Context: an optimization exercise on an open-source flow, tuned for small area, a short achievable clock period and few clock cycles per item. The choices shown serve that exercise and are no tape-out recipe.
Where RTL was checked, it was by simulation tests only, not by an equivalence proof against the original.
For runs 4 to 7, only the layout was checked, not whether the RTL still works.
Power figures rest on the tool's default switching activity, not on a simulated workload.

==> flow/flow/run.sh <==
#!/bin/bash
# Standard layout, with the port buffers made from the smallest buffer cell
# (repair may still resize them). make's output goes to flow_make.log; each
# ORFS step writes its own log under orfs/logs/.
set -euo pipefail
export BUFFER_PORTS_ARGS="-buffer_cell sky130_fd_sc_hd__buf_1"
bash standard.sh finish > flow_make.log 2>&1
==> flow/standard.sh <==
#!/bin/bash
# synth_recipe.tcl (not shown) runs the flow's synth.tcl, then flattens the netlist and writes it again
# the make line also repeats each setting of config.mk as NAME=value (left out here)
make -C /OpenROAD-flow-scripts/flow DESIGN_CONFIG=/design/flow/config.mk WORK_HOME=/design/flow/orfs CLKGATE_MAP_FILE= SYNTH_SCRIPT=/design/flow/synth_recipe.tcl "${@:-finish}"
==> flow/config.mk <==
export PLATFORM = sky130hd
export DESIGN_NAME = iterativeDivision
export DESIGN_NICKNAME = iterativeDivision
export VERILOG_FILES = /design/flow/design.v
export SDC_FILE = /design/flow/constraint.sdc
export NUM_CORES = 4
export LEC_CHECK = 0
export ABC_AREA = 1
export CAP_MARGIN = 20
export CORE_MARGIN = 2
export CORE_UTILIZATION = 30
export SETUP_SLACK_MARGIN = 4.5
export SLEW_MARGIN = 20
==> flow/constraint.sdc <==
create_clock -name core_clock -period 8.0 [get_ports {i_clk}]
set_input_delay 1.6000 -clock core_clock [delete_from_list [all_inputs] [get_ports {i_clk}]]
set_output_delay 1.6000 -clock core_clock [all_outputs]
set_load 0.01 [all_outputs]
==> flow/design.v <==
`default_nettype none
module iterativeDivision
  #(parameter int unsigned DATA_W = 32)
  ( input  var logic i_clk
  , input  var logic i_rst  
  , input  var logic [DATA_W-1:0] i_dividend
  , input  var logic [DATA_W-1:0] i_divisor
  , input  var logic i_start  
  , output var logic [DATA_W-1:0] o_quotient
  , output var logic [DATA_W-1:0] o_remainder
  , output var logic o_finish  
  );
  function automatic logic [5:0] clz32(input logic [31:0] x);
    logic [15:0] z1; logic [15:0] c1;       
    logic [7:0]  z2; logic [15:0] c2;       
    logic [3:0]  z3; logic [11:0] c3;       
    logic [1:0]  z4; logic [7:0]  c4;       
    logic        z5; logic [4:0]  c5;
    for (int i = 0; i < 16; i++) begin
      z1[i] = !(x[2*i+1] || x[2*i]);
      c1[i] = !x[2*i+1];
    end
    for (int i = 0; i < 8; i++) begin
      z2[i]         = z1[2*i+1] && z1[2*i];
      c2[2*i+:2]    = z1[2*i+1] ? {1'b1, c1[2*i]} : {1'b0, c1[2*i+1]};
    end
    for (int i = 0; i < 4; i++) begin
      z3[i]         = z2[2*i+1] && z2[2*i];
      c3[3*i+:3]    = z2[2*i+1] ? {1'b1, c2[4*i+:2]} : {1'b0, c2[4*i+2+:2]};
    end
    for (int i = 0; i < 2; i++) begin
      z4[i]         = z3[2*i+1] && z3[2*i];
      c4[4*i+:4]    = z3[2*i+1] ? {1'b1, c3[6*i+:3]} : {1'b0, c3[6*i+3+:3]};
    end
    z5 = z4[1] && z4[0];
    c5 = z4[1] ? {1'b1, c4[3:0]} : {1'b0, c4[7:4]};
    clz32 = {z5, z5 ? 5'd0 : c5};
  endfunction
  logic divZero_q;
  logic [5:0] zA, zB;
  logic [6:0] shDiff_q;
  always_comb begin
    zA = clz32(i_dividend);
    zB = clz32(i_divisor);
  end
  always_ff @(posedge i_clk)
    if (i_start)
      shDiff_q <= {1'b0, zB} - {1'b0, zA};
  logic [3:0] shAmt;
  logic       quotZero, alignDone;
  always_comb begin
    shAmt    = shDiff_q[4:1];
    quotZero = shDiff_q[6] || divZero_q;
    alignDone = (shDiff_q[5:1] == '0);
  end
  logic       busy_q, align_q, step_q;
  logic [3:0] count_q;
  always_ff @(posedge i_clk)
    if (i_rst) begin
      busy_q  <= '0;
      align_q <= '0;
      step_q  <= '0;
    end else if (i_start) begin
      busy_q  <= '1;
      align_q <= '1;
      step_q  <= '0;
    end else if (align_q) begin
      busy_q  <= !quotZero;
      align_q <= '0;
      step_q  <= !quotZero && !alignDone;
    end else begin
      busy_q  <= busy_q && step_q;
      step_q  <= step_q && (count_q != '0);
    end
  always_ff @(posedge i_clk)
    if (align_q)
      count_q <= shAmt;
    else
      count_q <= count_q - 1'b1;
  always_comb
    o_finish = busy_q && (align_q ? quotZero : !step_q);
  logic [DATA_W:0]   div_q;
  logic [DATA_W-1:0] rem_q, quo_q, remNext;
  logic              doStep;
  always_comb
    doStep = step_q || (align_q && alignDone && !quotZero);
  localparam int unsigned W = DATA_W + 3;
  logic [W-1:0] rX, dX, d2X, s3, c3;
  logic [W:0]   t1, t2, t3;
  logic         ge1, ge2, ge3, q1, q2;
  always_comb begin
    rX  = W'(rem_q);
    d2X = W'(div_q);
    dX  = W'(div_q[DATA_W:1]);
    s3  = rX ^ ~d2X ^ ~dX;
    c3  = {(rX[W-2:0] & ~d2X[W-2:0]) | (rX[W-2:0] & ~dX[W-2:0])
           | (~d2X[W-2:0] & ~dX[W-2:0]), 1'b1};
    t1  = {rX, 1'b1} + {~dX, 1'b1};
    t2  = {rX, 1'b1} + {~d2X, 1'b1};
    t3  = {s3, 1'b1} + {c3, 1'b1};
    ge1 = !t1[W];
    ge2 = !t2[W];
    ge3 = !t3[W];
    q1  = ge2;
    q2  = ge3 || (ge1 && !ge2);
    if (ge3)
      remNext = t3[DATA_W:1];
    else if (ge2)
      remNext = t2[DATA_W:1];
    else if (ge1)
      remNext = t1[DATA_W:1];
    else
      remNext = rem_q;
  end
  always_ff @(posedge i_clk)
    if (i_start)
      divZero_q <= (i_divisor == '0);
  always_ff @(posedge i_clk)
    if (i_start)
      div_q <= {i_divisor, 1'b0};
    else if (align_q)
      div_q <= div_q << {shAmt, 1'b0};
    else
      div_q <= div_q >> 2;
  always_ff @(posedge i_clk)
    if (i_start)
      rem_q <= i_dividend;
    else if (doStep)
      rem_q <= remNext;
  always_ff @(posedge i_clk)
    if (i_start)
      quo_q <= {DATA_W{i_divisor == '0}};
    else if (doStep)
      quo_q <= {quo_q[DATA_W-3:0], q1, q2};
  always_comb begin
    o_quotient  = quo_q;
    o_remainder = rem_q;
  end
endmodule
`resetall
==> impl_metrics.csv, run 1 <==
group,metric,value,unit
critical_path,crit_fanout,3,
critical_path,required,8.13,ns
floorplanning,rows,80,
timing,tightest_slew,0.941,ns
synthesis,ys_async_sr_fraction,0,%
synthesis,syn_area,0.0144,mm2
power_and_ir_drop,p_sw,3.23,mW
cts,cts.path.max_buffers,2,
critical_path,r2r_end,"rem_q[1]$_DFFE_PP_",
power_and_ir_drop,leakage,8.19,nW
power_and_ir_drop,combPwrFrac,75.6,%
cells_and_area,regArea,0.00298,mm2
worst_hold_path,hold_start,"count_q[0]$_DFF_P_",
synthesis,synthTopCellsByArea,"nand2_1 (21%), edfxtp_1 (16%), inv_1 (9.3%)",
cts,cts-root-buf,"clkbuf_16",
timing,hold_ws,0.441,ns
routing,via_per_inst,5.15,
timing,final.setup_skew,0.0124,ns
placed_design,globalplace.congestion,0.978,
routing,dr.pass1.iters,5,
power_and_ir_drop,clkPwrFrac,8.2,%
worst_hold_path,holdPathEnd,"count_q[0]$_DFF_P_",
routing,ant_nets,0,
synthesis,yosys_register_bits,111,
flow_run,cap_violations,0,
routing,routed_wl,57.1,mm
grt,overflow,0,
timing,setup_tns,0,ns
grt,globalRouteMet1Util,30.3,%
grt,gr-usage-met3,1.87,%
timing,max_slew_margin,36.9,%
timing,report.final.slew_viol_count,0,
synthesis,post_synth.cell_area_avg,6.09,um2
worst_hold_path,holdCritPathClass,"reg -> reg",
cells_and_area,multiInputGateArea,0.0100,mm2
floorplanning,die_area,0.0498,mm2
placed_design,place_inst,3063,
grt,first_global_vias,15194,
floorplanning,initial_core_util,30.3,%
floorplanning,die_h,223,um
cts,insertion_delay,0.37,ns
critical_path,crit_type,"in -> reg",
cells_and_area,fin_cells,3131,
cells_and_area,syn_to_final_growth,14.5,%
grt,grt_max_degree,82,
cts,cts_tree,"yes",
cts,h-tree-depth,3,
routing,drcViolationCount,0,
synthesis,netlist_instances,2364,
routing,num_vias,16130,
cts,path_clk_slew,0.08,ns
timing,fin_crit,3.71,ns
timing,setup_viol,0,
run_status,status,"timing/DRC/antenna clean",
critical_path,critPathLaunchType,"primary input",
critical_path,reg2reg_from,"div_q[25]$_DFF_P_",
synthesis,synth_fp_nets,2568,
critical_path,rr_worst_depth,14,
cells_and_area,nFillCells,5299,
grt,antenna_found_initial,0,
timing,hold_viol,0,
critical_path,critPathCaptureType,"register",
synthesis,seq_area_frac_synth,20.6,%
floorplanning,pin_count,132,
cts,cts.sinks,111,
power_and_ir_drop,swShare,57.2,%
critical_path,crit_arrival,3.84,ns
power_and_ir_drop,ir_worst_vdd,118,uV
timing,period_share,46.3,%
timing,fmax,270,MHz
worst_hold_path,hold_depth,1,
synthesis,synth_cell_types,59,
cells_and_area,drive_gt1_share,8.11,%
critical_path,ff2ff_setup_slack,4.53,ns
floorplanning,fp.coreArea,0.0475,mm2
synthesis,synth_enable_flop_cells,75,
synthesis,synth.top_cell.area_share,21.3,%
floorplanning,die_x,223,um
power_and_ir_drop,power_frac_seq,16.1,%
power_and_ir_drop,p_per_area,343,mW/mm2
synthesis,yosys.area.top_type,"nand2_1",
synthesis,yosysWarnings,1,
routing,wl_per_cell,18.2,um
power_and_ir_drop,p_int,2.42,mW
grt,grt_usage,22.4,%
cells_and_area,num_antenna_cells,0,
grt,grtUsageMet2,36.9,%
cts,numCtsBuffers,9,
grt,top_usage_layer,"met2",
placed_design,dp_hpwl,46.5,mm
placed_design,io_buffer_count,131,
timing,rsz0062_at_grt,"yes",
cells_and_area,fin_nets,2715,
routing,drt-initial-drc-count,1475,
synthesis,synth_ff_type,"edfxtp_1",
grt,grt_pass1_wl,85.7,mm
[cells by family (layout without fill, tap and decap cells)]
logic type      count (synthesis)  in the layout  synth area share, %
compound gates                359            360                 13.8
flops                         111            111                 20.6
buf+inv                       424            573                 11.6
fa+ha+maj                     137            137                 13.8
mux                             6              6                0.417
xor+xnor                       50             50                 3.04
simple gates                 1277           1279                 36.7
[final cells by class]
type                       count  share of cell area, %
multi-input combinational   1832                   60.9
sequential                   111                   18.1
inverter                     368                   8.48
timing repair buffer         189                   6.02
tap                          615                   4.67
clock buffer                   9                   1.37
clock inverter                 7                  0.455
[critical path, cell delays in order]
cell       delay, ns
buf_1           0.08
or2_1           0.25
nor3_2          0.22
inv_1           0.11
nor2_4          0.14
buf_4           0.12
buf_4           0.09
buf_4           0.09
nand2_1         0.07
o2111ai_2       0.10
nand2_1         0.13
ha_2            0.23
a21oi_4         0.16
nor2_1          0.07
a211oi_2        0.22
nand2_1         0.08
nand2_1         0.06
nand2_1         0.04
[layer usage]
metal | vias up | routed length (um)
met3 | 116 | 3810
met2 | 681 | 25700
met4 | 0 | 2460
li1 | 7904 | -
met1 | 7429 | 25100
met5 | - | 0
[flip-flops by register name, indices dropped and copies added, names as in the netlist]
register / count
busy_q: 1
step_q: 1
count_q: 4
align_q: 1
divZero_q: 1
div_q: 33
rem_q: 32
quo_q: 32
shDiff_q: 6
[stage by stage]
stage                     power [mW]  util (%)  worst slack [ns]  instance area [um2]
after floorplan                 3.77         -              4.30                14500
after global placement          4.90      32.6              3.71                15500
after detailed placement        4.89      32.6              3.70                15500
after CTS                       5.46      33.8              4.35                16100
after global routing            6.16      34.7              4.13                16500
final                           5.65      34.7              4.29                16500
[cells in the mapped netlist, drive strengths merged, types with 10 or more instances]
cell type	n
o21ai	129
inv	365
nand2	828
a22oi	17
nand3	158
nand4	22
a21oi	161
fa	36
dfxtp	36
ha	101
buf	23
edfxtp	75
nand3b	11
xor2	35
nor3	26
xnor2	15
o21bai	10
nor2	215
clkbuf	33
[power groups by stage]
stage          clock network [mW]  logic (mW)  registers (mW)
3_5_place_dp                    0        3.94           0.949
5_1_grt                     0.494        4.74           0.930
2_1_floorplan                   0        2.87           0.908
6_report                    0.465        4.28           0.913
3_3_place_gp                    0        3.95           0.950
4_1_cts                     0.475        4.05           0.929
[how the worst max path moves through the flow]
stage	startpoint	end	slack, ns	cells past startpoint
final	i_divisor[26]	shDiff_q[5]$_DFFE_PP_	4.29	18
after detailed placement	i_dividend[30]	shDiff_q[5]$_DFFE_PP_	3.70	15
after floorplan	i_divisor[27]	shDiff_q[6]$_DFFE_PP_	4.30	16
after global routing	i_divisor[26]	shDiff_q[5]$_DFFE_PP_	4.13	18
after global placement	i_dividend[31]	shDiff_q[5]$_DFFE_PP_	3.71	15
after CTS	i_dividend[15]	shDiff_q[5]$_DFFE_PP_	4.35	15
[placed cells by master, fill, tap and decap left out, drive strengths merged, types with 2 or more instances in the layout]
cell / count
nand3b: 11
fa: 36
o22ai: 4
dfxtp: 36
and2: 2
or2: 6
edfxtp: 75
a31oi: 9
clkinv: 7
a21o: 3
nor4: 6
o2111ai: 4
nand3: 159
xnor2: 15
buf: 188
nor3: 26
nand4: 22
o211ai: 9
clkinvlp: 5
o21bai: 10
nor2: 216
a32oi: 2
ha: 101
and3: 2
o21ai: 129
nand2: 828
mux2i: 6
inv: 363
a21oi: 161
clkbuf: 10
a211oi: 2
a22oi: 17
xor2: 35
a221oi: 2
[timing repair]
item | 4_1_cts | 5_1_grt
pin swaps | 8 | 14
gates cloned | 2 | 1
hold buffers | 0 | 0
gates resized for setup | 28 | 65
buffers inserted | 23 | 26
setup endpoints to repair | 69 | 67
Testbench counts, summed over its fixed seeds: cycles 13,806, items 3,200.
==> run 2, diff against run 1 <==
--- a/flow/config.mk
+++ b/flow/config.mk
@@ -8,6 +8,6 @@
 export ABC_AREA = 1
 export CAP_MARGIN = 20
 export CORE_MARGIN = 2
-export CORE_UTILIZATION = 30
-export SETUP_SLACK_MARGIN = 4.5
+export CORE_UTILIZATION = 40
+export SETUP_SLACK_MARGIN = 4.75
 export SLEW_MARGIN = 20
==> run 2 against run 1 <==
  * Highest routed layer unchanged
  * Global-route usage up 8.6 points
  * Combinational power up 13%
  * First-iteration DRC count up 6.0%
  * Register-to-register slack better by 0.29 ns
  * Clock power about the same
  * Clock skew up 0.00051 ns
  * Die area down 25%
==> impl_metrics.csv, run 2 <==
group,metric,value,unit
timing,max_slew_margin,38.8,%
routing,ant_nets,0,
cells_and_area,utilization,48.0,%
cells_and_area,drive_gt1_share,12.6,%
cells_and_area,syn_to_final_growth,18.3,%
grt,grt_max_degree,84,
cts,cts.path.max_buffers,2,
routing,dr.pass1.iters,5,
synthesis,post_synth.cell_area_avg,6.09,um2
routing,dr_wl_met3,3.96,mm
power_and_ir_drop,power_frac_seq,14.1,%
placed_design,globalplace.congestion,1.04,
timing,report.final.slew_viol_count,0,
run_status,status,"timing/DRC/antenna clean",
floorplanning,initial_core_util,40.6,%
power_and_ir_drop,swShare,56.1,%
synthesis,ys_async_sr_fraction,0,%
synthesis,netlist_instances,2364,
cts,cts.sinks,111,
cells_and_area,largest-register,"div_q",
synthesis,synth_enable_flop_cells,75,
synthesis,synth_cell_types,59,
synthesis,synthTopCellsByArea,"nand2_1 (21%), edfxtp_1 (16%), inv_1 (9.3%)",
cts,h-tree-depth,3,
floorplanning,die_h,194,um
grt,antenna_found_initial,0,
critical_path,critPathCaptureType,"register",
synthesis,synth.most_common_cell,"nand2_1",
cells_and_area,layout_commonest_cell,"nand2_1",
timing,fin_crit,3.63,ns
synthesis,synth_ff_type,"edfxtp_1",
cells_and_area,largest_reg_flops,33,
timing,fmax,275,MHz
routing,top_layer,"met4",
power_and_ir_drop,ir_worst_vdd,140,uV
worst_hold_path,hold_depth,1,
cells_and_area,reg_top3,"div_q: 33 flops, quo_q: 32 flops, rem_q: 32 flops",
critical_path,required,8.15,ns
timing,rsz0062_at_grt,"yes",
routing,via_per_inst,5.47,
power_and_ir_drop,leakage,8.40,nW
timing,setup_tns,0,ns
critical_path,rr_worst_depth,12,
floorplanning,pin_count,132,
placed_design,place_inst,2906,
synthesis,syn_area,0.0144,mm2
cells_and_area,layout_common_cells,"nand2_1 (791), inv_1 (316), nor2_1 (189)",
synthesis,yosysWarnings,1,
cts,cts_hold_buffers,0,
floorplanning,fp.coreArea,0.0355,mm2
timing,tightest_slew,0.912,ns
cells_and_area,fin_cells,3005,
routing,met2_length,27.4,mm
power_and_ir_drop,p_int,2.70,mW
grt,first_global_vias,15878,
critical_path,crit_type,"in -> reg",
cells_and_area,num_antenna_cells,0,
synthesis,synth_fp_nets,2568,
cts,numCtsBuffers,9,
synthesis,synth.top_cell.area_share,21.3,%
floorplanning,rows,69,
cells_and_area,fin_nets,2743,
synthesis,yosys.area.top_type,"nand2_1",
routing,drcViolationCount,0,
grt,grt_pass1_wl,89.9,mm
critical_path,ff2ff_setup_slack,4.82,ns
flow_run,cap_violations,0,
floorplanning,die_x,194,um
routing,num_vias,16449,
critical_path,critPathLaunchType,"primary input",
cts,cts_tree,"yes",
floorplanning,die_area,0.0375,mm2
timing,final.setup_skew,0.0129,ns
critical_path,crit_arrival,3.78,ns
cts,insertion_delay,0.39,ns
timing,period_share,45.4,%
power_and_ir_drop,clkPwrFrac,7.5,%
routing,met1_length,25.5,mm
timing,hold_viol,0,
timing,setup_viol,0,
placed_design,postPlaceCellArea,0.0153,mm2
cts,cts-root-buf,"clkbuf_16",
cts,path_clk_slew,0.08,ns
power_and_ir_drop,p_per_area,361,mW/mm2
cells_and_area,design_area,0.0170,mm2
worst_hold_path,holdCritPathClass,"reg -> reg",
synthesis,seq_area_frac_synth,20.6,%
routing,routed_wl,59.3,mm
critical_path,r2r_end,"rem_q[15]$_DFFE_PP_",
placed_design,dp_hpwl,46.9,mm
critical_path,reg2reg_from,"rem_q[18]$_DFFE_PP_",
worst_hold_path,hold_start,"count_q[0]$_DFF_P_",
worst_hold_path,holdPathEnd,"count_q[0]$_DFF_P_",
synthesis,yosys_register_bits,111,
placed_design,io_buffer_count,131,
synthesis,synth_commonest_cells,"nand2_1 (818), inv_1 (357), nor2_1 (203)",
grt,grt_usage,31.0,%
critical_path,crit_fanout,3,
routing,wl_per_cell,19.7,um
power_and_ir_drop,p_sw,3.45,mW
grt,overflow,0,
routing,drt-initial-drc-count,1564,
power_and_ir_drop,combPwrFrac,78.4,%
## run 2: cell families after synthesis
group,count (synthesis),synth area share (%)
simple gates,1277,36.7
buf+inv,424,11.6
mux,6,0.417
xor+xnor,50,3.04
fa+ha+maj,137,13.8
flops,111,20.6
compound gates,359,13.8
## run 2: power by group through the flow
stage	Sequential (mW)	Combinational (mW)	Clock [mW]
after global placement	0.934	3.96	0
after detailed placement	0.937	3.97	0
after CTS	0.876	4.30	0.468
after floorplan	0.908	2.87	0
final	0.869	4.82	0.464
after global routing	0.884	5.28	0.488
## run 2: worst max-delay path by stage
| stage | start | end | slack, ns | depth (start not counted) |
|---|---|---|---|---|
| CTS | i_divisor[27] | shDiff_q[4]$_DFFE_PP_ | 4.35 | 16 |
| detailed placement | i_dividend[15] | shDiff_q[6]$_DFFE_PP_ | 3.73 | 16 |
| global route | i_divisor[14] | shDiff_q[5]$_DFFE_PP_ | 4.20 | 16 |
| global placement | i_dividend[15] | shDiff_q[6]$_DFFE_PP_ | 3.76 | 16 |
| finish | i_dividend[15] | shDiff_q[5]$_DFFE_PP_ | 4.37 | 15 |
| floorplan | i_divisor[27] | shDiff_q[6]$_DFFE_PP_ | 4.30 | 16 |
## run 2: timing repair
action                     4_1_cts  5_1_grt
pin swaps                       22       24
buffers inserted                46       32
gates resized for setup        106      115
cloned                           4        1
setup endpoints to repair      102      102
## run 2: per-layer routing
layer,GRT usage (%),up-vias
li1,-,7968
met1,41.2,7666
met2,51.8,685
met3,3.37,130
met4,12.0,0
met5,0,-
## run 2: worst max-delay path: stages
cell and delay (ns):
buf_1 0.17, nor2_2 0.17, nand2_1 0.10, inv_1 0.09, nand3_2 0.13, o21ai_1 0.31
nand2_1 0.10, nand3_1 0.14, ha_1 0.29, a21oi_2 0.18, nor2_1 0.07, a211oi_2 0.22
nand2_1 0.09, nand2_1 0.07, nand2_1 0.05
## run 2: area by class of cell
class,instances,area (um2)
Sequential cell,111,2990
Tap cell,461,577
Multi-Input combinational cell,1833,10500
Clock buffer,9,225
Inverter,368,1430
Clock inverter,7,66.3
Timing Repair Buffer,216,1220
Fill cell,3728,18400
## run 2: per-stage QoR
stage	setup WS (ns)	hold WS (ns)	total power [mW]
after global routing	4.20	0.470	6.65
final	4.37	0.448	6.16
after detailed placement	3.73	0.437	4.91
after CTS	4.35	0.449	5.64
after global placement	3.76	0.428	4.89
after floorplan	4.30	0.411	3.77
==> run 3, diff against run 2 <==
--- a/flow/config.mk
+++ b/flow/config.mk
@@ -9,5 +9,5 @@
 export CAP_MARGIN = 20
 export CORE_MARGIN = 2
 export CORE_UTILIZATION = 40
-export SETUP_SLACK_MARGIN = 4.75
+export SETUP_SLACK_MARGIN = 4.25
 export SLEW_MARGIN = 20
==> run 3 against run 2 <==
  * Still clean
  * Synthesized cell count did not move
  * Sequential cell count did not move
  * Routed wire length fell by 0.59%
  * Global-route usage barely moved
  * Via count fell by 2.3%
  * Core utilization fell by 3.3 points
  * Clock-buffer cell count did not move
==> impl_metrics.csv, run 3 <==
group,metric,value,unit
timing,worst_slack,4.25,ns
cells_and_area,layout_commonest_cell,"nand2_1",
synthesis,ys_async_sr_fraction,0,%
cts,cts.sinks,111,
timing,final.setup_skew,0.0202,ns
synthesis,synth_compound_area_share,13.8,%
cts,cts.path.max_buffers,2,
flow_run,cap_violations,0,
timing,report.final.slew_viol_count,0,
synthesis,synth_enable_flop_cells,75,
grt,grt_usage,31.0,%
synthesis,synth.most_common_cell,"nand2_1",
critical_path,crit_arrival,3.89,ns
placed_design,place_inst,2907,
synthesis,synth_simple_gate_area_share,36.7,%
routing,ant_nets,0,
synthesis,yosys.area.top_type,"nand2_1",
cells_and_area,largest_reg_flops,33,
routing,drcViolationCount,0,
power_and_ir_drop,power,5.58,mW
timing,setup_viol,0,
timing,max_slew_margin,36.4,%
cells_and_area,nFillCells,3904,
grt,overflow,0,
cells_and_area,regArea,0.00297,mm2
synthesis,syn_area,0.0144,mm2
grt,grt_max_degree,82,
power_and_ir_drop,ir_worst_vdd,142,uV
timing,setup_tns,0,ns
synthesis,seq_area_frac_synth,20.6,%
critical_path,critPathCaptureType,"register",
routing,num_vias,16063,
synthesis,netlist_instances,2364,
critical_path,crit_type,"in -> reg",
placed_design,globalplace.congestion,1.05,
routing,routed_wl,58.9,mm
timing,fin_crit,3.75,ns
cts,cts_hold_buffers,0,
synthesis,synthXorXnorAreaFrac,3.04,%
synthesis,synth_ff_type,"edfxtp_1",
floorplanning,fp.coreArea,0.0355,mm2
cells_and_area,multiInputGateArea,0.00993,mm2
run_status,status,"timing/DRC/antenna clean",
grt,antenna_found_initial,0,
timing,hold_viol,0,
worst_hold_path,holdCritPathClass,"reg -> reg",
synthesis,post_synth.cell_area_avg,6.09,um2
critical_path,critPathLaunchType,"primary input",
floorplanning,die_area,0.0375,mm2
cts,path_clk_slew,0.10,ns
routing,via_per_inst,5.47,
routing,dr.pass1.iters,6,
synthesis,synth_fp_nets,2568,
cells_and_area,drive_gt1_share,4.81,%
cells_and_area,reg_top3,"div_q: 33 flops, quo_q: 32 flops, rem_q: 32 flops",
cells_and_area,num_antenna_cells,0,
synthesis,synth_commonest_cells,"nand2_1 (818), inv_1 (357), nor2_1 (203)",
floorplanning,die_h,194,um
timing,fmax,267,MHz
floorplanning,pin_count,132,
grt,grt_pass1_wl,88.8,mm
synthesis,synth_top_family_by_area,"simple AND/OR/NAND/NOR gates",
cells_and_area,fin_nets,2674,
synthesis,synthTopCellsByArea,"nand2_1 (21%), edfxtp_1 (16%), inv_1 (9.3%)",
timing,rsz0062_at_grt,"yes",
floorplanning,rows,69,
routing,wl_per_cell,20.1,um
cts,insertion_delay,0.39,ns
critical_path,crit_fanout,5,
cts,h-tree-depth,3,
placed_design,io_buffer_count,131,
cells_and_area,syn_to_final_growth,10.2,%
cts,cts_tree,"yes",
cts,numCtsBuffers,9,
placed_design,dp_slack,3.67,ns
cts,cts-root-buf,"clkbuf_16",
timing,tightest_slew,0.948,ns
floorplanning,initial_core_util,40.6,%
synthesis,synth.top_cell.area_share,21.3,%
cells_and_area,layout_common_cells,"nand2_1 (814), inv_1 (351), nor2_1 (196)",
power_and_ir_drop,leakage,8.03,nW
synthesis,synth_fa_ha_area_share,13.8,%
cells_and_area,largest-register,"div_q",
cells_and_area,fin_cells,2936,
floorplanning,die_x,194,um
timing,period_share,46.9,%
synthesis,yosysWarnings,1,
placed_design,dp_hpwl,48.4,mm
synthesis,synthMuxAreaShare,0.417,%
power_and_ir_drop,p_per_area,352,mW/mm2
grt,first_global_vias,15472,
synthesis,synth_cell_types,59,
placed_design,postPlaceCellArea,0.0153,mm2
synthesis,yosys_register_bits,111,
routing,drt-initial-drc-count,1532,
cells_and_area,design_area,0.0159,mm2
critical_path,required,8.14,ns
[run 3: cell counts after synthesis]
Identical to the previous run, type by type.
[run 3: cell type report]
cell class	instances	share of cell area, %
Timing Repair Buffer	149	4.38
Clock inverter	7	0.513
Tap cell	461	3.64
Inverter	368	8.74
Clock buffer	9	1.42
Multi-Input combinational cell	1831	62.6
Sequential cell	111	18.7
[run 3: critical path: stages]
cell and delay (ns):
buf_6 0.09, or2_4 0.25, nor3_4 0.18, inv_1 0.07
nor2_2 0.17, nand2_2 0.09, nor2_4 0.16, nand2_1 0.09
inv_2 0.12, a21oi_1 0.07, ha_1 0.37, a21oi_2 0.20
nor2_1 0.07, a211oi_2 0.18, nand2_1 0.08, nand2_1 0.05
nand2_1 0.04
[run 3: logic make-up (layout without fill, tap and decap cells)]
group | after synthesis | count (layout)
compound gates | 359 | 360
xor+xnor | 50 | 50
fa+ha+maj | 137 | 137
buf+inv | 424 | 533
flops | 111 | 111
mux | 6 | 6
simple gates | 1277 | 1278
[run 3: per-layer routing]
| layer | part of all wire (%) | vias to the layer above | track usage (%) | wire (um) |
|---|---|---|---|---|
| met1 | 43 | 7514 | 40.7 | 25300 |
| met2 | 47 | 621 | 52.0 | 27400 |
| met3 | 6.4 | 111 | 3.34 | 3760 |
| met4 | 4.1 | 0 | 12.7 | 2410 |
| li1 | - | 7817 | - | - |
| met5 | 0 | - | 0 | 0 |
[run 3: what timing repair did]
action / 4_1_cts / 5_1_grt
gates cloned: 2 / 0
pin swaps: 3 / 12
buffers inserted: 6 / 5
setup endpoints to repair: 43 / 56
resized for setup: 7 / 35
[run 3: worst paths after layout]
path / cells past startpoint / slack, ns / end / from
setup reg to reg: 12 / 4.32 / rem_q[17]$_DFFE_PP_ / div_q[7]$_DFF_P_
hold reg to reg: 1 / 0.46 / count_q[0]$_DFF_P_ / count_q[0]$_DFF_P_
setup / recovery: 17 / 4.25 / shDiff_q[5]$_DFFE_PP_ / i_divisor[26]
hold / removal: 1 / 0.46 / count_q[0]$_DFF_P_ / count_q[0]$_DFF_P_
[run 3: through the flow]
stage / util [%] / hold WS, ns
3_5_place_dp: 43.0 / 0.444
2_1_floorplan: - / 0.411
6_report: 44.7 / 0.457
5_1_grt: 44.7 / 0.501
4_1_cts: 44.3 / 0.458
3_3_place_gp: 43.0 / 0.429
[run 3: report_power, final]
part	total (mW)	internal, mW	switching (mW)
Clock	0.485	0.226	0.260
Combinational	4.17	1.35	2.82
Sequential	0.925	0.764	0.161
Total	5.58	2.34	3.24
==> run 4, diff against run 3 <==
--- a/flow/design.v
+++ b/flow/design.v
@@ -36,22 +36,28 @@
     c5 = z4[1] ? {1'b1, c4[3:0]} : {1'b0, c4[7:4]};
     clz32 = {z5, z5 ? 5'd0 : c5};
   endfunction
-  logic divZero_q;
-  logic [5:0] zA, zB;
-  logic [6:0] shDiff_q;
+  logic [5:0] zA_q, zB_q;
+  logic       quotZero_q;
+  logic [31:0] dividendSeen;
   always_comb begin
-    zA = clz32(i_dividend);
-    zB = clz32(i_divisor);
+    dividendSeen[31] = i_dividend[31];
+    for (int i = 30; i >= 0; i--)
+      dividendSeen[i] = dividendSeen[i+1] || i_dividend[i];
   end
   always_ff @(posedge i_clk)
-    if (i_start)
-      shDiff_q <= {1'b0, zB} - {1'b0, zA};
+    if (i_start) begin
+      zA_q       <= clz32(i_dividend);
+      zB_q       <= clz32(i_divisor);
+      quotZero_q <= (i_divisor == '0) || ((i_divisor & ~dividendSeen) != '0);
+    end
+  logic [5:0] shDiff;
   logic [3:0] shAmt;
   logic       quotZero, alignDone;
   always_comb begin
-    shAmt    = shDiff_q[4:1];
-    quotZero = shDiff_q[6] || divZero_q;
-    alignDone = (shDiff_q[5:1] == '0);
+    shDiff   = zB_q - zA_q;  
+    shAmt    = shDiff[4:1];
+    quotZero = quotZero_q;
+    alignDone = (shDiff[5:1] == '0);
   end
   logic       busy_q, align_q, step_q;
   logic [3:0] count_q;
@@ -114,9 +120,6 @@
   end
   always_ff @(posedge i_clk)
     if (i_start)
-      divZero_q <= (i_divisor == '0);
-  always_ff @(posedge i_clk)
-    if (i_start)
       div_q <= {i_divisor, 1'b0};
     else if (align_q)
       div_q <= div_q << {shAmt, 1'b0};
--- a/flow/config.mk
+++ b/flow/config.mk
@@ -9,5 +9,5 @@
 export CAP_MARGIN = 20
 export CORE_MARGIN = 2
 export CORE_UTILIZATION = 40
-export SETUP_SLACK_MARGIN = 4.25
+export SETUP_SLACK_MARGIN = 4.5
 export SLEW_MARGIN = 20
==> run 4 against run 3 <==
  * Global-route usage is 7.8 points higher
  * Clock-buffer cell count up 8
  * Final cell count is 9.4% higher
  * Clock power rose by 65%
  * Maximum frequency is 7.6% higher
  * Sequential cell count grew 6
  * Routed wire length rose by 32%
  * Total power is 64% higher
  * Critical path depth is 1 lower
  * Critical path type is now reg -> reg
  * Combinational power up 75%
  * Core utilization rose by 2.6 points
  * Highest routed layer is now met5
==> impl_metrics.csv, run 4 <==
group,metric,value,unit
synthesis,synth.most_common_cell,"nand2_1",
routing,ant_nets,0,
placed_design,io_buffer_count,131,
flow_run,cap_violations,0,
timing,final.setup_skew,0.0159,ns
synthesis,yosysWarnings,1,
routing,via_per_inst,5.63,
floorplanning,initial_core_util,40.4,%
synthesis,synth_ff_type,"edfxtp_1",
cells_and_area,layout_commonest_cell,"nand2_1",
floorplanning,pin_count,132,
routing,wl_per_cell,24.2,um
grt,grt_max_degree,54,
routing,drcViolationCount,0,
synthesis,synth_cell_types,56,
power_and_ir_drop,leakage,8.67,nW
synthesis,synth_commonest_cells,"nand2_1 (860), inv_1 (405), nor2_1 (208)",
critical_path,critPathCaptureType,"register",
routing,num_vias,18081,
timing,fmax,287,MHz
routing,routed_wl,77.7,mm
worst_hold_path,holdCritPathClass,"reg -> reg",
cts,cts-root-buf,"clkbuf_16",
cells_and_area,largest_reg_flops,33,
synthesis,synth_enable_flop_cells,81,
placed_design,postPlaceCellArea,0.0163,mm2
synthesis,synth.top_cell.area_share,21.2,%
timing,report.final.slew_viol_count,0,
worst_hold_path,hold_start,"count_q[0]$_DFF_P_",
cts,insertion_delay,0.45,ns
critical_path,required,8.21,ns
cells_and_area,syn_to_final_growth,17.1,%
timing,hold_viol,0,
critical_path,critPathLaunchType,"register",
cells_and_area,design_area,0.0178,mm2
power_and_ir_drop,p_per_area,515,mW/mm2
critical_path,r2r_end,"rem_q[8]$_DFFE_PP_",
grt,first_global_vias,16326,
cts,cts.sinks,117,
worst_hold_path,hold_depth,1,
timing,setup_viol,0,
floorplanning,rows,71,
timing,rsz0062_at_grt,"yes",
synthesis,syn_area,0.0152,mm2
grt,overflow,0,
synthesis,netlist_instances,2513,
floorplanning,die_h,199,um
floorplanning,fp.coreArea,0.0376,mm2
synthesis,synthTopCellsByArea,"nand2_1 (21%), edfxtp_1 (16%), inv_1 (10%)",
timing,period_share,43.6,%
grt,antenna_found_initial,5,
critical_path,crit_arrival,3.70,ns
routing,dr.pass1.iters,7,
critical_path,crit_start,"div_q[16]$_DFF_P_",
synthesis,yosys_register_bits,117,
critical_path,ff2ff_setup_slack,4.51,ns
floorplanning,die_x,199,um
worst_hold_path,holdPathEnd,"count_q[0]$_DFF_P_",
cts,path_clk_slew,0.07,ns
synthesis,yosys.area.top_type,"nand2_1",
timing,max_slew_margin,50.8,%
placed_design,dp_hpwl,62.5,mm
power_and_ir_drop,power,9.17,mW
timing,fin_crit,3.49,ns
cells_and_area,nFillCells,4067,
critical_path,rr_worst_depth,16,
placed_design,globalplace.congestion,1.09,
cells_and_area,drive_gt1_share,8.79,%
cts,h-tree-depth,4,
grt,grt_usage,38.8,%
cells_and_area,largest-register,"div_q",
synthesis,synth_fp_nets,2716,
critical_path,crit_fanout,8,
synthesis,ys_async_sr_fraction,0,%
cts,numCtsBuffers,17,
cts,cts_tree,"yes",
timing,setup_tns,0,ns
critical_path,reg2reg_from,"div_q[16]$_DFF_P_",
synthesis,seq_area_frac_synth,20.7,%
cells_and_area,layout_common_cells,"nand2_1 (849), inv_1 (377), nor2_1 (198)",
critical_path,crit_type,"reg -> reg",
timing,tightest_slew,0.730,ns
run_status,status,"timing/DRC/antenna clean",
power_and_ir_drop,ir_worst_vdd,208,uV
floorplanning,die_area,0.0396,mm2
routing,drt-initial-drc-count,2564,
cells_and_area,fin_nets,2885,
cts,cts.path.max_buffers,2,
synthesis,post_synth.cell_area_avg,6.05,um2
cells_and_area,multiInputGateArea,0.0106,mm2
cells_and_area,regArea,0.00316,mm2
grt,grt_pass1_wl,109,mm
cells_and_area,reg_top3,"div_q: 33 flops, quo_q: 32 flops, rem_q: 32 flops",
run 4: cell types whose count changed after synthesis, sizes merged, moves of 7 or more:
cell    delta
inv       +48
nand2     +36
nand3     +27
o22ai     +23
o211ai    +13
a22oi      -9
nor3       +9
o21bai     +9
and2       +8
buf        +7
run 4: timing repair:
| item | CTS | global route |
|---|---|---|
| cloned | 4 | 3 |
| pin swaps | 3 | 5 |
| hold buffers | 0 | 0 |
| endpoints found under the setup margin | 63 | 109 |
| gates resized for setup | 39 | 70 |
| setup buffers | 21 | 37 |
run 4: layout make-up:
| cell class | count | area share [%] |
|---|---|---|
| Sequential cell | 117 | 17.8 |
| Clock buffer | 17 | 2.39 |
| Timing Repair inverter | 2 | 0.0984 |
| Tap cell | 511 | 3.59 |
| Multi-Input combinational cell | 1926 | 59.4 |
| Timing Repair Buffer | 204 | 6.48 |
| Inverter | 414 | 9.32 |
| Antenna cell | 5 | 0.0703 |
| Clock inverter | 15 | 0.879 |
run 4: logic make-up (layout without fill, tap and decap cells):
logic type / count (synthesis) / count (layout) / share of synthesized area (%)
AOI/OAI and AO/OA: 385 / 385 / 14.2
xor gates and xnor gates: 49 / 49 / 2.82
adders and majority gates: 136 / 136 / 13.0
buffers and inverters: 471 / 652 / 12.2
DFF: 117 / 117 / 20.7
muxes: 3 / 3 / 0.198
other: 0 / 5 / 0
and+or+nand+nor: 1352 / 1353 / 36.9
run 4: report_power, final:
part | leakage (nW) | internal (mW) | total (mW) | switching, mW
combinational | 7.28 | 2.35 | 7.29 | 4.94
sequential | 1.11 | 0.851 | 1.08 | 0.229
clock | 0.278 | 0.441 | 0.802 | 0.361
run 4: routing by layer:
metal	wire length, um	vias to the layer above	global-route usage, %	part of all wire (%)
li1	-	8452	-	-
met1	33300	8362	54.5	43
met2	30900	1127	53.2	40
met3	11400	136	16.4	15
met4	2160	4	12.0	2.8
met5	27	-	0	0.035
run 4: worst max path at each step:
stage                               end  slack (ns)  cells after the start
global placement     rem_q[1]$_DFFE_PP_        3.67                     18
detailed placement   rem_q[1]$_DFFE_PP_        3.75                     16
finish               rem_q[8]$_DFFE_PP_        4.51                     16
CTS                  rem_q[6]$_DFFE_PP_        4.51                     12
floorplan            rem_q[0]$_DFFE_PP_        4.50                     10
global route        rem_q[25]$_DFFE_PP_        4.40                     15
run 4: worst max-delay path, cell delays in order, from the launching register on:
cell	delay (ns)
dfxtp_1	0.37
clkinvlp_4	0.22
buf_4	0.24
ha_1	0.35
nand2_1	0.15
inv_1	0.07
a21oi_2	0.24
nand2_1	0.13
inv_1	0.07
nand2_1	0.05
nand2_1	0.23
nand3_4	0.28
nor2_2	0.27
a22oi_2	0.11
buf_4	0.18
buf_4	0.14
buf_6	0.14
run 4: stage by stage:
stage | utilization (%) | cells | hold WS [ns] | setup slack [ns]
after floorplan | - | 2513 | 0.435 | 4.50
after global placement | 43.3 | 3109 | 0.458 | 3.67
after detailed placement | 43.3 | 3109 | 0.468 | 3.75
after CTS | 45.9 | 3166 | 0.478 | 4.51
after global routing | 47.3 | 3206 | 0.529 | 4.40
final | 47.4 | 3211 | 0.470 | 4.51
==> run 5, diff against run 4 <==
--- a/flow/design.v
+++ b/flow/design.v
@@ -44,12 +44,11 @@
     for (int i = 30; i >= 0; i--)
       dividendSeen[i] = dividendSeen[i+1] || i_dividend[i];
   end
-  always_ff @(posedge i_clk)
-    if (i_start) begin
-      zA_q       <= clz32(i_dividend);
-      zB_q       <= clz32(i_divisor);
-      quotZero_q <= (i_divisor == '0) || ((i_divisor & ~dividendSeen) != '0);
-    end
+  always_ff @(posedge i_clk) begin
+    zA_q       <= clz32(i_dividend);
+    zB_q       <= clz32(i_divisor);
+    quotZero_q <= (i_divisor == '0) || ((i_divisor & ~dividendSeen) != '0);
+  end
   logic [5:0] shDiff;
   logic [3:0] shAmt;
   logic       quotZero, alignDone;
@@ -133,7 +132,9 @@
   always_ff @(posedge i_clk)
     if (i_start)
       quo_q <= {DATA_W{i_divisor == '0}};
-    else if (doStep)
+    else if (align_q && !alignDone)
+      quo_q <= '0;
+    else
       quo_q <= {quo_q[DATA_W-3:0], q1, q2};
   always_comb begin
     o_quotient  = quo_q;
==> run 5 against run 4 <==
  * Sequential share of layout area decreased by 1.6 points
  * Still clean on timing, DRC and antenna
  * Setup slack better by 0.052 ns
  * Routed wire length fell by 11%
  * Largest power group unchanged
  * First-iteration DRC count down 22%
  * Core utilization down 1.4 points
  * Register-to-register slack better by 0.05 ns
  * Clock skew fell by 0.0046 ns
  * Non-clock buffer count down 30
  * Final cell count fell by 5.1%
  * Clock-buffer cell count is 1 higher
==> impl_metrics.csv, run 5 <==
group,metric,value,unit
run_status,status,"timing/DRC/antenna clean",
cells_and_area,regArea,0.00270,mm2
synthesis,yosys.area.top_type,"nand2_1",
cells_and_area,multiInputGateArea,0.0105,mm2
floorplanning,die_x,195,um
routing,via_per_inst,5.59,
cells_and_area,syn_to_final_growth,14.1,%
cells_and_area,layout_common_cells,"nand2_1 (778), inv_1 (332), nor2_1 (205)",
placed_design,io_buffer_count,131,
cts,cts_hold_buffers,0,
routing,ant_nets,0,
synthesis,synth_cell_types,56,
cells_and_area,drive_gt1_share,8.11,%
critical_path,crit_top_cell,"a21oi_1",
synthesis,synth_commonest_cells,"nand2_1 (784), inv_1 (355), nor2_1 (208)",
cts,insertion_delay,0.44,ns
timing,setup_tns,0,ns
cts,cts-root-buf,"clkbuf_16",
grt,first_global_vias,15426,
critical_path,critical-path-top-delay-family,"adder cells",
placed_design,globalplace.congestion,1.01,
synthesis,synth_enable_flop_cells,36,
grt,overflow,0,
grt,grt_max_degree,69,
timing,rsz0062_at_grt,"yes",
timing,report.final.slew_viol_count,0,
timing,max_slew_margin,42.9,%
synthesis,synthTopCellsByArea,"nand2_1 (20%), dfxtp_1 (11%), inv_1 (9.1%)",
synthesis,synth_ff_type,"dfxtp_1",
cts,path_clk_slew,0.06,ns
placed_design,dp_hpwl,58.0,mm
critical_path,critPathCaptureType,"register",
cells_and_area,largest_reg_flops,33,
critical_path,crit_arrival,3.66,ns
critical_path,required,8.23,ns
worst_hold_path,holdCritPathClass,"reg -> reg",
timing,tightest_slew,0.856,ns
routing,dr.pass1.iters,6,
synthesis,yosysWarnings,1,
critical_path,cp_slowest_cell,"fa_1",
critical_path,critPathMaxStageDelay,0.48,ns
power_and_ir_drop,p_per_area,443,mW/mm2
floorplanning,fp.coreArea,0.0363,mm2
synthesis,post_synth.cell_area_avg,6.03,um2
critical_path,crit_type,"reg -> reg",
power_and_ir_drop,leakage,8.09,nW
synthesis,synth_fp_nets,2630,
routing,num_vias,17036,
timing,setup_viol,0,
synthesis,seq_area_frac_synth,18.5,%
timing,hold_viol,0,
power_and_ir_drop,power,7.39,mW
floorplanning,initial_core_util,40.3,%
critical_path,path_buf_inv,2,
synthesis,netlist_instances,2427,
routing,wl_per_cell,22.8,um
cells_and_area,nFillCells,3929,
floorplanning,rows,70,
routing,drcViolationCount,0,
synthesis,syn_area,0.0146,mm2
cts,cts_tree,"yes",
cts,cts.path.max_buffers,2,
floorplanning,pin_count,132,
grt,grt_usage,35.4,%
timing,fmax,291,MHz
floorplanning,die_area,0.0381,mm2
critical_path,crit_fanout,31,
cells_and_area,largest-register,"div_q",
cts,h-tree-depth,4,
cells_and_area,reg_top3,"div_q: 33 flops, quo_q: 32 flops, rem_q: 32 flops",
cells_and_area,fin_nets,2768,
timing,final.setup_skew,0.0113,ns
flow_run,cap_violations,0,
timing,period_share,42.9,%
critical_path,critPathLaunchType,"register",
cts,cts.sinks,117,
synthesis,synth.top_cell.area_share,20.1,%
routing,drt-initial-drc-count,1989,
critical_path,path_cells,"clkinvlp_4 -> fa_1 -> ha_1 -> nand2_1 -> a21oi_1 -> nor2_1 -> o22ai_1 -> a21oi_2 -> nand3_4 -> inv_8 -> nand3_1 -> a21oi_1",
timing,fin_crit,3.43,ns
synthesis,ys_async_sr_fraction,0,%
power_and_ir_drop,ir_worst_vdd,183,uV
grt,grt_pass1_wl,99.4,mm
cts,numCtsBuffers,17,
synthesis,yosys_register_bits,117,
floorplanning,die_h,195,um
synthesis,synth.most_common_cell,"nand2_1",
cells_and_area,layout_commonest_cell,"nand2_1",
grt,antenna_found_initial,2,
routing,routed_wl,69.4,mm
-- run 5: changes by cell type in the layout (fill, tap and decap cells not counted), sizes merged, moves of 7 or more --
cell      change
a21oi        +23
and2          -7
buf          -28
clkinvlp      -8
dfxtp        +45
edfxtp       -45
inv          -46
nand2        -70
nor2          +7
nor3          -7
o211ai        +8
o21ai        +14
o21bai        -7
-- run 5: path summary, 6_finish.rpt --
check | start | end | slack, ns | cells after the start
setup reg to reg | div_q[27]$_DFF_P_ | rem_q[19]$_DFFE_PP_ | 4.57 | 12
hold reg to reg | quo_q[13]$_DFF_P_ | quo_q[15]$_DFF_P_ | 0.44 | 2
hold / removal | quo_q[13]$_DFF_P_ | quo_q[15]$_DFF_P_ | 0.44 | 2
setup / recovery | div_q[27]$_DFF_P_ | rem_q[19]$_DFFE_PP_ | 4.57 | 12
-- run 5: power by group --
group | total, mW | internal (mW) | switching (mW)
Sequential | 0.938 | 0.764 | 0.175
Combinational | 5.69 | 1.80 | 3.88
Clock | 0.767 | 0.427 | 0.340
-- run 5: metrics by stage --
step | util [%] | cells | cell area [um2] | hold WS, ns | setup slack (ns)
after CTS | 44.8 | 3022 | 16300 | 0.443 | 4.50
after detailed placement | 42.5 | 2975 | 15500 | 0.427 | 3.71
after global placement | 42.5 | 2975 | 15500 | 0.431 | 3.71
final | 45.9 | 3047 | 16700 | 0.443 | 4.57
after floorplan | - | 2427 | 14600 | 0.435 | 4.61
after global routing | 45.9 | 3046 | 16700 | 0.460 | 4.50
-- run 5: what timing repair did --
item                       CTS  global route
setup endpoints to repair   96            80
pin swaps                    3             9
gates resized for setup     26            54
gates cloned                 1             2
setup buffers               14            22
-- run 5: kinds of logic after synthesis --
group,count (synthesis),share of synthesized area [%]
AND/OR/NAND/NOR,1281,37.2
buffers and inverters,422,11.6
AO/OA/AOI/OAI,416,15.9
adder cells (fa/ha/maj),136,13.5
flip-flops,117,18.5
XOR/XNOR,51,3.10
multiplexers,4,0.274
-- run 5: area by class of cell --
type | instances | share of cell area [%]
diodes | 1 | 0.0150
clock buffers | 18 | 2.70
clock inverters | 14 | 0.772
inverters | 365 | 8.60
multi-input cells | 1889 | 62.9
flip-flops and latches | 117 | 16.2
well taps | 468 | 3.51
repair buffers | 174 | 5.28
repair inverters | 1 | 0.0300
-- run 5: worst min-delay path, stage by stage (launching register included) --
cell and delay [ns]:
dfxtp_1 0.32, nand2_1 0.05, nand2_1 0.04
-- run 5: metal layers --
metal	global-route usage [%]	share of wire (%)
met1	52.3	47
met2	50.5	40
met3	9.15	11
met4	9.02	2.3
met5	1.79	0.14
==> run 6, diff against run 5 <==
--- a/flow/config.mk
+++ b/flow/config.mk
@@ -9,5 +9,6 @@
 export CAP_MARGIN = 20
 export CORE_MARGIN = 2
 export CORE_UTILIZATION = 40
+export CTS_BUF_LIST = sky130_fd_sc_hd__clkbuf_8 sky130_fd_sc_hd__clkbuf_16
 export SETUP_SLACK_MARGIN = 4.5
 export SLEW_MARGIN = 20
==> run 6 against run 5 <==
  * Clock power hardly changed
  * Sequential power about the same
  * Register-to-register slack is essentially flat
  * Largest cell class unchanged
  * Critical path depth is the same
  * Global-route usage unchanged
  * Final cell count did not move
  * Maximum frequency unchanged
  * Synthesized area unchanged
  * Die area unchanged
  * First-iteration DRC count unchanged
==> impl_metrics.csv, run 6 <==
group,metric,value,unit
run_status,status,"timing/DRC/antenna clean",
timing,max_slew_margin,42.9,%
synthesis,synth_top_family_by_area,"simple AND/OR/NAND/NOR gates",
cells_and_area,design_area,0.0167,mm2
power_and_ir_drop,p_per_area,443,mW/mm2
critical_path,r2r_end,"rem_q[19]$_DFFE_PP_",
cells_and_area,syn_to_final_growth,14.1,%
synthesis,syn_area,0.0146,mm2
grt,overflow,0,
cts,cts_hold_buffers,0,
power_and_ir_drop,clkPwrFrac,10.4,%
grt,first_global_vias,15426,
worst_hold_path,holdCritPathClass,"reg -> reg",
floorplanning,fp.coreArea,0.0363,mm2
cts,cts.sinks,117,
cells_and_area,regArea,0.00270,mm2
synthesis,synth_simple_gate_area_share,37.2,%
synthesis,synthMuxAreaShare,0.274,%
synthesis,ys_async_sr_fraction,0,%
placed_design,io_buffer_count,131,
cts,cts.path.max_buffers,2,
cells_and_area,multiInputGateArea,0.0105,mm2
cells_and_area,layout_commonest_cell,"nand2_1",
routing,routed_wl,69.4,mm
power_and_ir_drop,power,7.39,mW
power_and_ir_drop,power_frac_seq,12.7,%
critical_path,crit_type,"reg -> reg",
timing,hold_viol,0,
power_and_ir_drop,ir_worst_vdd,183,uV
cells_and_area,drive_gt1_share,8.11,%
power_and_ir_drop,swShare,59.5,%
cells_and_area,largest_reg_flops,33,
routing,drcViolationCount,0,
power_and_ir_drop,p_sw,4.40,mW
critical_path,critPathMaxStageDelay,0.48,ns
grt,gr-usage-met3,9.15,%
synthesis,seq_area_frac_synth,18.5,%
grt,globalRouteMet1Util,52.3,%
synthesis,netlist_instances,2427,
synthesis,synth_commonest_cells,"nand2_1 (784), inv_1 (355), nor2_1 (208)",
floorplanning,pin_count,132,
critical_path,ff2ff_setup_slack,4.57,ns
placed_design,dp_hpwl,58.0,mm
cells_and_area,fin_nets,2768,
timing,final.setup_skew,0.0113,ns
synthesis,yosysWarnings,1,
routing,num_vias,17036,
critical_path,crit_arrival,3.66,ns
synthesis,synth_fp_nets,2630,
critical_path,crit_top_cell,"a21oi_1",
synthesis,synth_cell_types,56,
floorplanning,rows,70,
routing,via_per_inst,5.59,
cts,insertion_delay,0.44,ns
critical_path,path_cells,"clkinvlp_4 -> fa_1 -> ha_1 -> nand2_1 -> a21oi_1 -> nor2_1 -> o22ai_1 -> a21oi_2 -> nand3_4 -> inv_8 -> nand3_1 -> a21oi_1",
grt,grt_pass1_wl,99.4,mm
synthesis,yosys.area.top_type,"nand2_1",
routing,drt-initial-drc-count,1989,
placed_design,globalplace.congestion,1.01,
timing,period_share,42.9,%
synthesis,synth_ff_type,"dfxtp_1",
grt,grtUsageMet2,50.5,%
synthesis,synth.top_cell.area_share,20.1,%
cells_and_area,largest-register,"div_q",
critical_path,crit_start,"div_q[27]$_DFF_P_",
critical_path,cp_slowest_cell,"fa_1",
power_and_ir_drop,p_int,2.99,mW
synthesis,yosys_register_bits,117,
critical_path,path_buf_inv,2,
flow_run,cap_violations,0,
floorplanning,die_x,195,um
cells_and_area,layout_common_cells,"nand2_1 (778), inv_1 (332), nor2_1 (205)",
grt,antenna_found_initial,2,
critical_path,required,8.23,ns
critical_path,crit_cells,12,
grt,grt_max_degree,69,
placed_design,postPlaceCellArea,0.0155,mm2
routing,wl_per_cell,22.8,um
critical_path,endpoint,"rem_q[19]$_DFFE_PP_",
synthesis,synthXorXnorAreaFrac,3.10,%
timing,setup_viol,0,
grt,top_usage_layer,"met1",
critical_path,crit_fanout,31,
timing,setup_tns,0,ns
timing,fmax,291,MHz
critical_path,critPathCaptureType,"register",
floorplanning,initial_core_util,40.3,%
floorplanning,die_area,0.0381,mm2
timing,report.final.slew_viol_count,0,
synthesis,synth_enable_flop_cells,36,
floorplanning,die_h,195,um
cts,h-tree-depth,4,
timing,rsz0062_at_grt,"yes",
critical_path,critical-path-top-delay-family,"adder cells",
cells_and_area,nFillCells,3929,
synthesis,synth_fa_ha_area_share,13.5,%
routing,dr.pass1.iters,6,
power_and_ir_drop,leakage,8.09,nW
synthesis,synth.most_common_cell,"nand2_1",
power_and_ir_drop,combPwrFrac,76.9,%
cts,cts-root-buf,"clkbuf_16",
synthesis,post_synth.cell_area_avg,6.03,um2
cells_and_area,reg_top3,"div_q: 33 flops, quo_q: 32 flops, rem_q: 32 flops",
grt,grt_usage,35.4,%
critical_path,rr_worst_depth,12,
critical_path,critPathLaunchType,"register",
synthesis,synthTopCellsByArea,"nand2_1 (20%), dfxtp_1 (11%), inv_1 (9.1%)",
timing,fin_crit,3.43,ns
routing,ant_nets,0,
cts,cts_tree,"yes",
synthesis,synth_compound_area_share,15.9,%
cts,numCtsBuffers,17,
timing,tightest_slew,0.856,ns
cts,path_clk_slew,0.06,ns
critical_path,reg2reg_from,"div_q[27]$_DFF_P_",
==> run 6: cell counts in the layout (fill, tap and decap cells not counted) <==
Identical to the previous run, type by type.
==> run 6: worst min path at each step <==
stage | start | end | slack (ns) | cells after the start
global route | quo_q[1]$_DFF_P_ | quo_q[3]$_DFF_P_ | 0.46 | 2
floorplan | count_q[0]$_DFF_P_ | count_q[0]$_DFF_P_ | 0.44 | 1
finish | quo_q[13]$_DFF_P_ | quo_q[15]$_DFF_P_ | 0.44 | 2
detailed placement | quo_q[19]$_DFF_P_ | quo_q[21]$_DFF_P_ | 0.43 | 2
CTS | quo_q[1]$_DFF_P_ | quo_q[3]$_DFF_P_ | 0.44 | 2
global placement | quo_q[16]$_DFF_P_ | quo_q[18]$_DFF_P_ | 0.43 | 2
==> run 6: routing by layer <==
| layer | up-vias | wire, um | part of all wire, % |
|---|---|---|---|
| met2 | 841 | 27900 | 40 |
| met4 | 4 | 1580 | 2.3 |
| met3 | 88 | 7530 | 11 |
| met1 | 7936 | 32400 | 47 |
| li1 | 8167 | - | - |
| met5 | - | 100 | 0.14 |
==> run 6: area by class of cell <==
cell class	instances	share of cell area, %
Sequential cell	117	16.2
Inverter	365	8.60
Clock buffer	18	2.70
Timing Repair inverter	1	0.0300
Tap cell	468	3.51
Multi-Input combinational cell	1889	62.9
Clock inverter	14	0.772
Antenna cell	1	0.0150
Timing Repair Buffer	174	5.28
==> run 6: cell families after synthesis <==
kind of cell / after synthesis
and+or+nand+nor: 1281
buffers and inverters: 422
AOI/OAI and AO/OA: 416
adders and majority gates: 136
DFF: 117
xor gates and xnor gates: 51
muxes: 4
==> run 6: repair_timing <==
action,in CTS,in global routing
endpoints found under the setup margin,96,80
resized for setup,26,54
buffers inserted,14,22
cloned,1,2
pin swaps,3,9
==> run 6: per-stage QoR <==
| step | hold WS (ns) | setup WS (ns) | util (%) | instances |
|---|---|---|---|---|
| 6_report | 0.443 | 4.57 | 45.9 | 3047 |
| 5_1_grt | 0.460 | 4.50 | 45.9 | 3046 |
| 4_1_cts | 0.443 | 4.50 | 44.8 | 3022 |
| 3_5_place_dp | 0.427 | 3.71 | 42.5 | 2975 |
| 3_3_place_gp | 0.431 | 3.71 | 42.5 | 2975 |
| 2_1_floorplan | 0.435 | 4.61 | - | 2427 |
==> run 6: worst min-delay path, cell delays in order, from the launching register on <==
cell	delay (ns)
dfxtp_1	0.32
nand2_1	0.05
nand2_1	0.04
==> run 6: power groups by stage <==
stage | Combinational (mW) | Sequential (mW) | Clock (mW)
after floorplan | 3.57 | 0.915 | 0
after global placement | 5.19 | 0.960 | 0
after detailed placement | 5.17 | 0.965 | 0
after CTS | 5.29 | 0.947 | 0.770
after global routing | 6.17 | 0.949 | 0.794
final | 5.69 | 0.938 | 0.767
==> run 7, diff against run 6 <==
--- a/flow/config.mk
+++ b/flow/config.mk
@@ -9,6 +9,7 @@
 export CAP_MARGIN = 20
 export CORE_MARGIN = 2
 export CORE_UTILIZATION = 40
-export CTS_BUF_LIST = sky130_fd_sc_hd__clkbuf_8 sky130_fd_sc_hd__clkbuf_16
+export CTS_BUF_LIST = sky130_fd_sc_hd__clkbuf_8
+export CTS_CLUSTER_SIZE = 12
 export SETUP_SLACK_MARGIN = 4.5
 export SLEW_MARGIN = 20
==> run 7 against run 6 <==
  * Critical path depth is 1 higher
  * Total power down 2.8%
  * First-iteration DRC count rose by 1.8%
  * Final cell count barely moved
  * Core utilization decreased by 0.47 points
  * Worst hold slack gained 0.0048 ns
  * Clock power is 26% lower
  * Global-route usage is 0.089 points higher
  * Die area unchanged
  * Synthesized cell count stayed put
  * Critical endpoint is now rem_q[24]$_DFFE_PP_
==> impl_metrics.csv, run 7 <==
group,metric,value,unit
run_status,status,"timing/DRC/antenna clean",
timing,hold_ws,0.448,ns
critical_path,reg2reg_from,"div_q[23]$_DFF_P_",
floorplanning,pin_count,132,
cells_and_area,fin_nets,2766,
power_and_ir_drop,p_sw,4.37,mW
cells_and_area,reg_top3,"div_q: 33 flops, quo_q: 32 flops, rem_q: 32 flops",
grt,overflow,0,
placed_design,io_buffer_count,131,
placed_design,globalplace.congestion,1.01,
cts,numCtsBuffers,17,
critical_path,crit_arrival,3.60,ns
grt,grt_usage,35.5,%
power_and_ir_drop,ir_worst_vdd,181,uV
cells_and_area,largest-register,"div_q",
synthesis,synth_fp_nets,2630,
critical_path,crit_fanout,18,
synthesis,seq_area_frac_synth,18.5,%
cells_and_area,nFillCells,3954,
power_and_ir_drop,p_per_area,435,mW/mm2
grt,antenna_found_initial,0,
floorplanning,die_area,0.0381,mm2
timing,setup_viol,0,
cells_and_area,drive_gt1_share,7.88,%
placed_design,dp_hpwl,58.0,mm
critical_path,critPathCaptureType,"register",
synthesis,synth.most_common_cell,"nand2_1",
synthesis,yosys_register_bits,117,
timing,final.setup_skew,0.0122,ns
synthesis,yosysWarnings,1,
synthesis,synthTopCellsByArea,"nand2_1 (20%), dfxtp_1 (11%), inv_1 (9.1%)",
critical_path,crit_type,"reg -> reg",
cts,cts.path.max_buffers,2,
synthesis,ys_async_sr_fraction,0,%
critical_path,r2r_end,"rem_q[24]$_DFFE_PP_",
critical_path,critPathLaunchType,"register",
worst_hold_path,holdCritPathClass,"reg -> reg",
routing,via_per_inst,5.58,
timing,tightest_slew,0.846,ns
power_and_ir_drop,swShare,60.8,%
critical_path,critPathMaxStageDelay,0.45,ns
cts,cts.sinks,117,
synthesis,syn_area,0.0146,mm2
timing,rsz0062_at_grt,"yes",
power_and_ir_drop,combPwrFrac,79.0,%
floorplanning,rows,70,
critical_path,path_cells,"clkinvlp_4 -> fa_1 -> ha_2 -> nand2_1 -> nor2_4 -> nand2_2 -> nor3_4 -> nand3_1 -> nand3_4 -> buf_12 -> nor3_4 -> o21ai_4 -> buf_12",
grt,first_global_vias,15316,
synthesis,synth_commonest_cells,"nand2_1 (784), inv_1 (355), nor2_1 (208)",
cells_and_area,layout_commonest_cell,"nand2_1",
routing,drcViolationCount,0,
cts,cts_hold_buffers,0,
floorplanning,initial_core_util,40.3,%
flow_run,cap_violations,0,
timing,report.final.slew_viol_count,0,
cells_and_area,layout_common_cells,"nand2_1 (780), inv_1 (333), nor2_1 (205)",
timing,setup_tns,0,ns
routing,drt-initial-drc-count,2024,
timing,fin_crit,3.40,ns
cts,path_clk_slew,0.09,ns
synthesis,netlist_instances,2427,
synthesis,synth_enable_flop_cells,36,
critical_path,crit_start,"div_q[23]$_DFF_P_",
routing,num_vias,16987,
synthesis,synth_ff_type,"dfxtp_1",
critical_path,ff2ff_setup_slack,4.60,ns
cts,h-tree-depth,4,
floorplanning,die_x,195,um
grt,grt_max_degree,69,
routing,routed_wl,69.5,mm
power_and_ir_drop,power_frac_seq,13.0,%
power_and_ir_drop,clkPwrFrac,7.9,%
critical_path,endpoint,"rem_q[24]$_DFFE_PP_",
timing,hold_viol,0,
critical_path,cp_slowest_cell,"fa_1",
synthesis,synth.top_cell.area_share,20.1,%
timing,max_slew_margin,43.2,%
cts,cts_tree,"yes",
cells_and_area,syn_to_final_growth,12.9,%
synthesis,yosys.area.top_type,"nand2_1",
power_and_ir_drop,p_int,2.82,mW
grt,grt_pass1_wl,99.8,mm
floorplanning,fp.coreArea,0.0363,mm2
timing,fmax,294,MHz
routing,ant_nets,0,
timing,period_share,42.6,%
floorplanning,die_h,195,um
routing,dr.pass1.iters,8,
synthesis,post_synth.cell_area_avg,6.03,um2
cts,cts-root-buf,"clkbuf_8",
critical_path,rr_worst_depth,13,
synthesis,synth_cell_types,56,
routing,wl_per_cell,22.8,um
cts,insertion_delay,0.48,ns
critical_path,required,8.19,ns
cells_and_area,largest_reg_flops,33,
power_and_ir_drop,leakage,8.01,nW
cells_and_area,num_antenna_cells,0,
[run 7: cell counts after synthesis]
Identical to the previous run, type by type.
[run 7: kinds of logic after synthesis]
group	count (synthesis)	synth area share, %
xor gates and xnor gates	51	3.10
and+or+nand+nor	1281	37.2
adders and majority gates	136	13.5
buffers and inverters	422	11.6
muxes	4	0.274
DFF	117	18.5
AOI/OAI and AO/OA	416	15.9
[run 7: per-stage QoR]
stage	utilization (%)	power [mW]	setup WS, ns	std cells	cell area (um2)
finish	45.5	7.18	4.60	3044	16500
global route	45.5	7.71	4.48	3044	16500
CTS	44.2	6.81	4.50	3021	16100
detailed placement	42.5	6.13	3.71	2975	15500
global placement	42.5	6.15	3.71	2975	15500
floorplan	-	4.49	4.61	2427	14600
[run 7: worst max-delay path: cells and delay by family, from the launching register on]
kind            cells  cell delay [ns]
flops               1             0.38
buf+inv             3             0.57
simple gates        7             1.13
fa+ha+maj           2             0.85
compound gates      1             0.18
[run 7: worst min path at each step]
stage / startpoint / to / slack, ns / cells past startpoint
detailed placement: quo_q[19]$_DFF_P_ / quo_q[21]$_DFF_P_ / 0.43 / 2
global route: quo_q[1]$_DFF_P_ / quo_q[3]$_DFF_P_ / 0.46 / 2
CTS: quo_q[1]$_DFF_P_ / quo_q[3]$_DFF_P_ / 0.45 / 2
global placement: quo_q[16]$_DFF_P_ / quo_q[18]$_DFF_P_ / 0.43 / 2
finish: quo_q[19]$_DFF_P_ / quo_q[21]$_DFF_P_ / 0.45 / 2
floorplan: count_q[0]$_DFF_P_ / count_q[0]$_DFF_P_ / 0.44 / 1
[run 7: timing repair]
item	4_1_cts	5_1_grt
endpoints found under the setup margin	96	84
resized for setup	25	56
cloned	1	2
setup buffers	13	21
pin swaps	3	6
[run 7: cell type report]
cell class                 instances  area [um2]  share of cell area (%)
multi-input combinational       1889       10500                    63.6
sequential                       117        2700                    16.4
inverter                         365        1440                    8.72
timing repair buffer             172         885                    5.35
tap                              468         586                    3.54
clock buffer                      17         234                    1.42
clock inverter                    15         159                   0.962
timing repair inverter             1        5.00                  0.0303
[run 7: routing by layer]
layer | part of all wire, % | GRT usage [%] | vias up
met5 | 0 | 0 | -
met4 | 2.2 | 8.26 | 0
met3 | 11 | 7.46 | 86
met2 | 40 | 50.9 | 844
met1 | 47 | 53.7 | 7889
li1 | - | - | 8168
[run 7: power by group through the flow]
stage	clock network, mW	registers [mW]	logic, mW
after global placement	0	0.960	5.19
after CTS	0.573	0.941	5.29
after floorplan	0	0.915	3.57
after detailed placement	0	0.965	5.17
final	0.570	0.936	5.68
after global routing	0.597	0.948	6.17

re-timing with driven ports:
No port has a modelled driver above. Below, the same layouts with a new extraction and two added sets of constraints. Step 1 (the two cells are an assumption about what drives the block):
set clk [get_ports {i_clk}]
set_driving_cell -lib_cell sky130_fd_sc_hd__clkbuf_16 $clk
set_driving_cell -lib_cell sky130_fd_sc_hd__buf_2 [delete_from_list [all_inputs] $clk]
Step 2, shift: input delay + t, output delay - t, t = (earliest + latest rising clock arrival at the registers) / 2. This alone moves slack from input paths to output paths. Three values: ideal, step 1, step 2; two values: the first two.
run | t (ns) | setup slack, ns | worst hold slack (ns) | latest minus earliest clock arrival (ns) | pins driven straight from the clock port
run 1 | 0.411 | 4.292 / 4.312 / 3.901 | 0.441 / 0.441 / 0.441 | 0.012 / 0.013 | 1
run 2 | 0.428 | 4.370 / 4.379 / 3.951 | 0.448 / 0.448 / 0.448 | 0.014 / 0.013 | 1
run 3 | 0.432 | 4.251 / 4.265 / 3.833 | 0.457 / 0.457 / 0.457 | 0.020 / 0.020 | 1
run 4 | 0.497 | 4.515 / 4.515 / 4.254 | 0.470 / 0.470 / 0.470 | 0.016 / 0.016 | 1
run 5 | 0.483 | 4.566 / 4.566 / 4.162 | 0.443 / 0.443 / 0.443 | 0.012 / 0.011 | 1
run 6 | 0.483 | 4.566 / 4.566 / 4.162 | 0.443 / 0.443 / 0.443 | 0.012 / 0.011 | 1
run 7 | 0.517 | 4.596 / 4.596 / 4.169 | 0.448 / 0.448 / 0.448 | 0.012 / 0.012 | 1
After both steps every run listed still meets setup and hold. The setup slack of run 7, which loses most, moves by 0.000 ns with the drivers and by -0.427 ns with both steps.
